This design comes from an exercise in tuning for small area, a short achievable clock period and few clock cycles on the open sky130 flow, not from production work.
At most, simulation tests tie the RTL to the original design; equivalence was not proved.
Power figures rest on the tool's default switching activity, not on a simulated workload.

// Integrate
module Integrate(
input clock,
input reset,enter,
input [7:0]Nin,
input prog_we,
input [4:0]prog_addr,
input [7:0]prog_data,
output halt,
output [7:0]Nout,
output inwait
);
reg [7:0] mem [0:31];
reg [4:0] FA;       
reg [4:0] OA;       
reg [7:0] IR;       
reg       iok;      
reg [7:0] XI;       
reg       vX;       
reg [7:0] OPR;      
reg       tk;       
reg       df;       
reg       ok;       
reg       inr;      
reg       started;  
reg [7:0] A;
reg       Z;        
wire [2:0] xop = XI[7:5];
wire [4:0] xa  = XI[4:0];
reg       halt_r, inwait_r;
assign halt   = halt_r;
assign inwait = inwait_r;
assign Nout   = A;
wire stall  = vX & ((xop == 3'd7) | ((xop == 3'd4) & ~(enter & started)));
wire xstore = vX & (xop == 3'd1) & reset;
reg [7:0] An;
reg       Zn;
wire [7:0] axo = A ^ OPR;
wire [7:0] aor = A | OPR;
wire       sum0 = (axo == {aor[6:0], 1'b0});
function [4:0] inc5;
	input [4:0] x;
	inc5 = {x[4] ^ (&x[3:0]), x[3] ^ (&x[2:0]), x[2] ^ (&x[1:0]), x[1] ^ x[0], ~x[0]};
endfunction
wire       xas = vX & ((xop == 3'd2) | (xop == 3'd3));
wire       xin = vX & (xop == 3'd4);
reg        Sf, Zf;
always @* begin
	Sf = A[7];
	Zf = Z;
	if (vX)
		case (xop)
		3'd0: begin Sf = OPR[7]; Zf = (OPR == 8'd0); end
		3'd4: Sf = Nin[7];
		default: ;
		endcase
end
always @* begin
	An = A;
	Zn = Z;
	if (vX)
		case (xop)
		3'd0: begin An = OPR; Zn = (OPR == 8'd0); end
		3'd2: begin An = A + OPR; Zn = sum0; end
		3'd3: begin An = A - OPR; Zn = (A == OPR); end
		3'd4: if (enter & started) begin An = Nin; Zn = (Nin == 8'd0); end
		default: ;
		endcase
end
wire [7:0] Oi    = tk ? OPR : IR;
wire       vO    = tk | iok;
wire [7:0] opnd  = (xstore && xa == OA) ? A : mem[OA];
wire [7:0] fword = (xstore && xa == FA) ? A : mem[FA];
wire       hzn   = vO & (Oi[7:5] == 3'd1) & (Oi[4:0] == FA);
wire       tkn   = vO & ~xas & (((Oi[7:5] == 3'd5) & ~xin & Zf) | ((Oi[7:5] == 3'd6) & ~Sf));
wire       dfn   = vO & ((xas & ((Oi[7:5] == 3'd5) | (Oi[7:5] == 3'd6))) | (xin & (Oi[7:5] == 3'd5)));
wire       mis   = df & ((xop == 3'd5) ? Z : ~A[7]);
wire [4:0] OAn   = tkn ? opnd[4:0] : fword[4:0];
wire [4:0] FAn   = tkn ? inc5(Oi[4:0]) : (hzn ? FA : inc5(FA));
wire       wr0 = prog_we && prog_addr == 5'd0;
wire [7:0] w0 = wr0 ? prog_data : mem[0];
wire [7:0] w1 = (prog_we && prog_addr == 5'd1) ? prog_data : mem[1];
  ...
Size in the first run: roughly 1200 cells after synthesis, about 320 flip-flops, roughly 35 I/O pins, about 0.017 sq mm of cells after synthesis.
==> flow/config.mk <==
export PLATFORM = sky130hd
export DESIGN_NAME = Integrate
export DESIGN_NICKNAME = Integrate
export VERILOG_FILES = /design/flow/design.v
export SDC_FILE = /design/flow/constraint.sdc
export NUM_CORES = 4
export LEC_CHECK = 0
export CAP_MARGIN = 20
export CORE_MARGIN = 2
export CORE_UTILIZATION = 40
export CTS_CLUSTER_DIAMETER = 100
export CTS_CLUSTER_SIZE = 26
export SETUP_SLACK_MARGIN = 2.4
export SLEW_MARGIN = 20
==> flow/constraint.sdc <==
create_clock -name core_clock -period 5.0 [get_ports {clock}]
set_input_delay 1.0000 -clock core_clock [delete_from_list [all_inputs] [get_ports {clock}]]
set_output_delay 1.0000 -clock core_clock [all_outputs]
set_load 0.01 [all_outputs]
run.sh (not shown) runs the stock make flow with config.mk's settings and CLKGATE_MAP_FILE= SYNTH_SCRIPT=/design/flow/synth_recipe.tcl, a recipe that flattens the netlist after the stock synthesis.
==> next run, changes <==
SETUP_SLACK_MARGIN = 2.2   (was 2.4)
After rerunning:
- The changed run went through all stages and came out clean
- area after synthesis stays the same
- setup slack got worse by 0.16 ns
- hold slack got worse by 0.012 ns
- cell area is lower by a few percent
- global-route usage is lower by 0.87 points
- first-iteration DRC count is lower by a quarter to a third
==> next run, changes <==
SETUP_SLACK_MARGIN = 2.9   (was 2.2)
Non-clock buffer count goes up by 196; final area goes up by about 20%; maximum frequency went up by about 5.6%; routed wire length increases by 16%; power climbs by 24%.
==> next run, changes <==
CAP_MARGIN = 5   (was 20)
SETUP_SLACK_MARGIN = 2.4   (was 2.9)
SLEW_MARGIN = 5   (was 20)
The new run completed without violations.
Total power shrinks by about a fifth.
Sequential share of layout area grows by 6.5 points.
Setup slack gets better by 0.031 ns.
Cell area drops by roughly a tenth.
Synthesized cell count is unchanged.
Clock skew climbs by 0.0052 ns.
Core utilization went down by 7.7 points.
Sequential power decreases slightly.
First-iteration DRC count went down by a few percent.
Non-clock buffer count shrinks by 158.
Synthesized area is unchanged.
==> next run, changes <==
CAP_MARGIN = 20   (was 5)
CTS_CLUSTER_SIZE = 30   (was 26)
SLEW_MARGIN = 20   (was 5)
Routed wire length went up slightly.
Via count hardly moves.
Die area does not change.
Synthesized cell count does not change.
Power went up slightly.
Clock-buffer cell count is unchanged.
Fmax went up slightly.
Non-clock buffer count went up by 16.
Design area went up slightly.
Utilization went up by 0.47 points.
==> next run, changes <==
==> flow/flow/run.sh (new file) <==
#!/bin/bash
# The standard layout, with two resizer settings changed: gates may be resized
# to any drive strength (not only within one footprint), and the port buffers
# are plain buf_2 cells.  Each tool's output is in the ORFS logs under orfs/;
# make's own output goes to standard.log.
bash standard.sh MATCH_CELL_FOOTPRINT=0 "BUFFER_PORTS_ARGS=-buffer_cell sky130_fd_sc_hd__buf_2" finish > standard.log 2>&1
==> flow/standard.sh (new file) <==
#!/bin/bash
# synth_recipe.tcl (not shown) runs the flow's synth.tcl, then flattens the netlist and writes it again
# the make line also repeats each setting of config.mk as NAME=value (left out here)
make -C /OpenROAD-flow-scripts/flow DESIGN_CONFIG=/design/flow/config.mk WORK_HOME=/design/flow/orfs CLKGATE_MAP_FILE= SYNTH_SCRIPT=/design/flow/synth_recipe.tcl "${@:-finish}"
CTS_CLUSTER_SIZE = 26   (was 30)
removed: flow/run.sh
=> Die area does not change; clock power decreases by about 4%; final cell count fell by about 0.9%.
No run of this note included a check of the RTL's function; only the layout flow was run.

========
Integrate, a different RTL version from the one above (not shown whole).
Size: about 1,500 cells after synthesis, roughly 300 flip-flops, about 35 I/O pins.
export LEC_CHECK = 0
export CAP_MARGIN = 20
export CORE_MARGIN = 2
export CORE_UTILIZATION = 40
export SLEW_MARGIN = 20
create_clock -name core_clock -period 5.0 [get_ports {clock}]
Stock flow here: none of the scripts above is used.
==> next run, changes <==
--- a/flow/config.mk
+++ b/flow/config.mk
@@ -9,3 +9,4 @@
 export CORE_MARGIN = 2
 export CORE_UTILIZATION = 40
+export SETUP_SLACK_MARGIN = 1.5
 export SLEW_MARGIN = 20
Effect:
- routed wire length grows slightly
- clock power is about the same
- setup slack gets better by 0.59 ns
- global-route usage grows by 0.16 points
- sequential power is about the same
- final cell count grows slightly
- register-to-register slack gets better by 0.59 ns
- hold slack gets better by 0.0081 ns
- power grows slightly
No run of this note included a check of the RTL's function; only the layout flow was run.

========
== job 101 ==
Another version of the RTL of Integrate (not shown whole).
Size in the first run: ~1200 cells after synthesis, roughly 17000 um2 of cells after synthesis.
clock: 5.0 ns
lec_check: 0
cap_margin: 20
core_margin: 2
core_utilization: 40
cts_cluster_diameter: 100
cts_cluster_size: 26
setup_slack_margin: 2.8
slew_margin: 20
Testbench counts of job 101, summed over its fixed seeds: cycles 11,140.
The following lists how job 102 was set up differently from job 101:
Settings: changing CORE_UTILIZATION from 40 to 45; changing SETUP_SLACK_MARGIN from 2.8 to 2.4.
## What came out
- For the starting DRC count in detailed routing, job 102 came in 14% lower than job 101 did.
- Sequential share of layout area: job 102 vs job 101 up 4.2 points
- Diff job 101..job 102 | mux share of post-synthesis cell area | unchanged
- Measured against job 102, the wire length of the first global-routing pass of job 101 comes out at 1.05 times the reference value.
- | global-route usage | job 102 vs job 101 | 2.1 points higher |
- Post-route worst setup slack is higher on job 101
- Power delta (job 102 − job 101): favourable
Inputs modified between job 102 and job 103:
Settings: swapping 2.4 for 2.2 in SETUP_SLACK_MARGIN; swapping 45 for 40 in CORE_UTILIZATION.
==> flow/flow/run.sh (new file) <==
#!/bin/bash
# The standard layout, with two resizer settings changed: gates may be resized
# to any drive strength (not only within one footprint), and the port buffers
# are plain buf_2 cells.  Each tool's output is in the ORFS logs under orfs/;
# make's own output goes to standard.log.
bash standard.sh MATCH_CELL_FOOTPRINT=0 "BUFFER_PORTS_ARGS=-buffer_cell sky130_fd_sc_hd__buf_2" finish > standard.log 2>&1
==> flow/standard.sh (new file) <==
#!/bin/bash
# synth_recipe.tcl (not shown) runs the flow's synth.tcl, then flattens the netlist and writes it again
# the make line also repeats each setting of config.mk as NAME=value (left out here)
make -C /OpenROAD-flow-scripts/flow DESIGN_CONFIG=/design/flow/config.mk WORK_HOME=/design/flow/orfs CLKGATE_MAP_FILE= SYNTH_SCRIPT=/design/flow/synth_recipe.tcl "${@:-finish}"
removed: flow/run.sh
- Any difference in clock tree cell share of total cell area between job 103 and job 102 is small enough to ignore.
- [compare] base=job 102 new=job 103: leftover overflow at the end of global routing saw little to no change, non-clock buffer share of cell area saw a decrease.
Changes in job 104 relative to job 103:
Settings: changing CTS_CLUSTER_SIZE from 26 to 24; changing SETUP_SLACK_MARGIN from 2.2 to 2.4; changing CORE_UTILIZATION from 40 to 50.
==> flow/run.sh (new file) <==
#!/bin/bash
# synth_recipe.tcl (not shown) runs the flow's synth.tcl, then flattens the netlist and writes it again
# the make line also repeats each setting of config.mk as NAME=value (left out here)
make -C /OpenROAD-flow-scripts/flow DESIGN_CONFIG=/design/flow/config.mk WORK_HOME=/design/flow/orfs CLKGATE_MAP_FILE= SYNTH_SCRIPT=/design/flow/synth_recipe.tcl finish
removed: flow/flow/run.sh
removed: flow/standard.sh
--- outcome ---
- Compared with job 103, job 104 shows a lower multi-input gate share of the layout cell area.
- The switching part of the total in job 104 sits 0.21 points below the value recorded for job 103.
- Looking at highest-delay cell along the critical path, the sky130_fd_sc_hd__dfxtp_1 result is from job 103; the sky130_fd_sc_hd__mux4_2 one comes from job 104.
- Total power on job 104 is behind job 103.
- From job 103 to job 104 the numbers moved as follows: hold slack moved up; fraction of synthesized area in multiplexers level; largest fanout on the critical path moved down; proportion of cell area occupied by registers moved down.

========
Starting RTL as in the previous note.
==> flow/config.mk <==
export PLATFORM = sky130hd
export DESIGN_NAME = Integrate
export DESIGN_NICKNAME = Integrate
export VERILOG_FILES = /design/flow/design.v
export SDC_FILE = /design/flow/constraint.sdc
export NUM_CORES = 4
export LEC_CHECK = 0
export CAP_MARGIN = 20
export CORE_MARGIN = 2
export CORE_UTILIZATION = 40
export CTS_CLUSTER_DIAMETER = 100
export CTS_CLUSTER_SIZE = 26
export SETUP_SLACK_MARGIN = 2.6
export SLEW_MARGIN = 20
==> flow/constraint.sdc <==
create_clock -name core_clock -period 5.0 [get_ports {clock}]
set_input_delay 1.0000 -clock core_clock [delete_from_list [all_inputs] [get_ports {clock}]]
set_output_delay 1.0000 -clock core_clock [all_outputs]
set_load 0.01 [all_outputs]
standard.sh (not shown) runs the stock make flow with config.mk's settings and CLKGATE_MAP_FILE= SYNTH_SCRIPT=/design/flow/synth_recipe.tcl, a recipe that flattens the netlist after the stock synthesis.
==> flow/flow/run.sh <==
#!/bin/bash
# The standard layout, with two resizer settings changed: gates may be resized
# to any drive strength (not only within one footprint), and the port buffers
# are plain buf_2 cells.  Each tool's output is in the ORFS logs under orfs/;
# make's own output goes to standard.log.
bash standard.sh MATCH_CELL_FOOTPRINT=0 "BUFFER_PORTS_ARGS=-buffer_cell sky130_fd_sc_hd__buf_2" finish > standard.log 2>&1
Testbench counts at the start, summed over its fixed seeds: cycles 11,140.
Rerun with:
==> flow/run.sh (new file) <==
#!/bin/bash
# synth_recipe.tcl (not shown) runs the flow's synth.tcl, then flattens the netlist and writes it again
# the make line also repeats each setting of config.mk as NAME=value (left out here)
make -C /OpenROAD-flow-scripts/flow DESIGN_CONFIG=/design/flow/config.mk WORK_HOME=/design/flow/orfs CLKGATE_MAP_FILE= SYNTH_SCRIPT=/design/flow/synth_recipe.tcl finish
removed: flow/flow/run.sh
removed: flow/standard.sh
What happened:
- routed wire length increases by 2.3%
- via count increases by 2.8%
- power increases by 7.3%
- synthesized area is unchanged
- fmax decreases by 4.2%
- sequential power increases by about 1%
- worst setup slack gets worse by 0.11 ns
Rerun with:
==> flow/flow/run.sh (new file) <==
#!/bin/bash
# The standard layout, with two resizer settings changed: gates may be resized
# to any drive strength (not only within one footprint), and the port buffers
# are plain buf_2 cells.  Each tool's output is in the ORFS logs under orfs/;
# make's own output goes to standard.log.
bash standard.sh MATCH_CELL_FOOTPRINT=0 "BUFFER_PORTS_ARGS=-buffer_cell sky130_fd_sc_hd__buf_2" finish > standard.log 2>&1
==> flow/standard.sh (new file) <==
#!/bin/bash
# synth_recipe.tcl (not shown) runs the flow's synth.tcl, then flattens the netlist and writes it again
# the make line also repeats each setting of config.mk as NAME=value (left out here)
make -C /OpenROAD-flow-scripts/flow DESIGN_CONFIG=/design/flow/config.mk WORK_HOME=/design/flow/orfs CLKGATE_MAP_FILE= SYNTH_SCRIPT=/design/flow/synth_recipe.tcl "${@:-finish}"
--- a/flow/config.mk
+++ b/flow/config.mk
@@ -13 +13 @@
-export SETUP_SLACK_MARGIN = 2.6
+export SETUP_SLACK_MARGIN = 2.4
removed: flow/run.sh
Die area stays the same.
Worst setup slack improved by 0.079 ns.
Final area went down by 7.2%.
Total power went down by 8.6%.
Routed wire length went down by 4.2%.
Maximum frequency went up by 3.0%.
Register-to-register slack improved by 0.10 ns.
Rerun with:
==> flow/run.sh (new file) <==
#!/bin/bash
# synth_recipe.tcl (not shown) runs the flow's synth.tcl, then flattens the netlist and writes it again
# the make line also repeats each setting of config.mk as NAME=value (left out here)
make -C /OpenROAD-flow-scripts/flow DESIGN_CONFIG=/design/flow/config.mk WORK_HOME=/design/flow/orfs CLKGATE_MAP_FILE= SYNTH_SCRIPT=/design/flow/synth_recipe.tcl finish
removed: flow/flow/run.sh
removed: flow/standard.sh
Power climbs by 0.93%.
Routed wire length climbs by 0.57%.
Design area climbs by 1.5%.
Die area is unchanged.
Via count climbs by 2.2%.
Worst setup slack degrades by 0.045 ns.
Hold slack improves by 0.18 ns.
Utilization climbs by 0.72 points.
Clock-buffer cell count drops by 7.

========
## run A
Another version of the RTL of Integrate (not shown whole).
Size: about 1200 cells after synthesis, about 35 I/O pins, about 17000 sq um of cells after synthesis.
==> flow/design.v (excerpt) <==
module Integrate(
input clock,
input reset,enter,
input [7:0]Nin,
input prog_we,
input [4:0]prog_addr,
input [7:0]prog_data,
output halt,
output [7:0]Nout,
output inwait
);
clock: 5.0 ns
lec_check: 0
cap_margin: 20
core_margin: 2
core_utilization: 40
cts_cluster_diameter: 100
cts_cluster_size: 26
setup_slack_margin: 2.4
slew_margin: 20
synth_hierarchical: 1
run.sh (not shown) runs the stock make flow with config.mk's settings and CLKGATE_MAP_FILE= SYNTH_SCRIPT=/design/flow/synth_recipe.tcl, a recipe that flattens the netlist after the stock synthesis.
Stock flow here: none of the scripts above is used.
The final layout from run A, which completed every stage, passed the timing, DRC and antenna checks at the end of the flow.
## Diff of input files: run B against run A
Settings: SYNTH_HIERARCHICAL removed (was 1).
==> summary.txt <==
- Against run A, run B reports a fraction of area in registers that is lower.
- On via-per-instance ratio, run A tracks run B almost exactly.
- In the flow results for run A and run B, the utilization is larger on run B.
- Area of the die: run B < run A
- Run A → run B: count of non-CTS inverters in the layout fell by about 15%, total power decreased 0.63%.
- The run showing the smaller multi-input gate share of total cell area is run A.
Function was not checked in any run of this note: the RTL went through the layout flow alone.

========
Another version of the RTL of Integrate (not shown whole).
Size in the first run: ~35 I/O pins, about 17000 µm² of cells after synthesis.
## Integrate
module Integrate(
input clock,
input reset,enter,
input [7:0]Nin,
input prog_we,
input [4:0]prog_addr,
input [7:0]prog_data,
output halt,
output [7:0]Nout,
output inwait
);
clock: 5.0 ns
lec_check: 0
cap_margin: 20
core_margin: 2
core_utilization: 40
cts_cluster_diameter: 100
cts_cluster_size: 26
setup_slack_margin: 2.6
slew_margin: 20
The starting point ran to the end with no violations.
Testbench counts at the start, summed over its fixed seeds: cycles 11,140.
Then changed:
--- a/flow/config.mk
+++ b/flow/config.mk
@@ -11,4 +11,4 @@
 export CTS_CLUSTER_DIAMETER = 100
 export CTS_CLUSTER_SIZE = 26
-export SETUP_SLACK_MARGIN = 2.6
+export SETUP_SLACK_MARGIN = 2.4
 export SLEW_MARGIN = 20
What happened: Total power is lower by 7.2%. Hold slack gets worse by 0.0077 ns. Via count is lower by 3.6%. Clock-buffer cell count decreases by 2. Routed wire length fell by 3.7%. Non-clock buffer count drops by 48. Combinational power decreases by 12%.

[port drivers added, routing unchanged]
The flow's constraints put no driver on any port. The routed layouts listed below were extracted and timed again, unchanged, in two steps.
Step 1 assumes that a clkbuf_16 drives the clock port and a buf_2 every other input.
Step 2 also shifts input and output timing later by t, the mid clock arrival at the registers, as if the neighbouring blocks saw the same clock.
Three values: no drivers, after step 1, after step 2; two values: the first two.
| run | shift t [ns] | setup WS [ns] | worst setup path after step 2 | worst register clock-pin slew, ns |
|---|---|---|---|---|
| the first run of note 1 | 0.581 | 2.336 / 2.369 / 1.788 | input to register | 0.11 / 0.11 |
| the second run of note 1 | 0.581 | 2.176 / 2.120 / 1.653 | input to register | 0.11 / 0.11 |
| the third run of note 1 | 0.590 | 2.326 / 2.326 / 1.849 | input to register | 0.11 / 0.11 |
| the fourth run of note 1 | 0.584 | 2.357 / 2.357 / 1.836 | input to register | 0.11 / 0.11 |
| the fifth run of note 1 | 0.573 | 2.385 / 2.380 / 1.844 | input to register | 0.12 / 0.12 |
| the sixth run of note 1 | 0.579 | 2.296 / 2.296 / 1.728 | input to register | 0.11 / 0.11 |
| the first run of note 2 | 0.609 | 0.888 / 0.888 / 0.459 | input to register | 0.07 / 0.07 |
| the second run of note 2 | 0.613 | 1.482 / 1.482 / 1.039 | input to register | 0.06 / 0.06 |
| job 101 | 0.583 | 2.418 / 2.313 / 1.731 | input to register | 0.11 / 0.11 |
| job 102 | 0.570 | 2.362 / 2.377 / 1.812 | input to register | 0.11 / 0.11 |
| job 103 | 0.579 | 2.157 / 2.157 / 1.718 | input to register | 0.11 / 0.11 |
| job 104 | 0.582 | 2.396 / 2.373 / 1.837 | input to register | 0.11 / 0.11 |
| the first run of note 4 | 0.581 | 2.448 / 2.285 / 1.704 | input to register | 0.11 / 0.11 |
| the second run of note 4 | 0.585 | 2.337 / 2.337 / 1.885 | input to register | 0.11 / 0.11 |
| the third run of note 4 | 0.591 | 2.416 / 2.383 / 1.791 | input to register | 0.12 / 0.12 |
| the fourth run of note 4 | 0.585 | 2.371 / 2.371 / 1.830 | input to register | 0.11 / 0.11 |
| run A | 0.594 | 1.796 / 1.796 / 1.543 | input to register | 0.11 / 0.11 |
| run B | 0.593 | 2.298 / 2.298 / 1.782 | input to register | 0.12 / 0.12 |
| the first run of note 6 | 0.589 | 2.464 / 2.464 / 2.068 | input to register | 0.12 / 0.12 |
| the second run of note 6 | 0.580 | 2.379 / 2.379 / 1.863 | input to register | 0.12 / 0.12 |
After both steps every run listed still meets setup and hold. The setup slack of the first run of note 4, which loses most, moves by -0.163 ns with the drivers and by -0.744 ns with both steps.
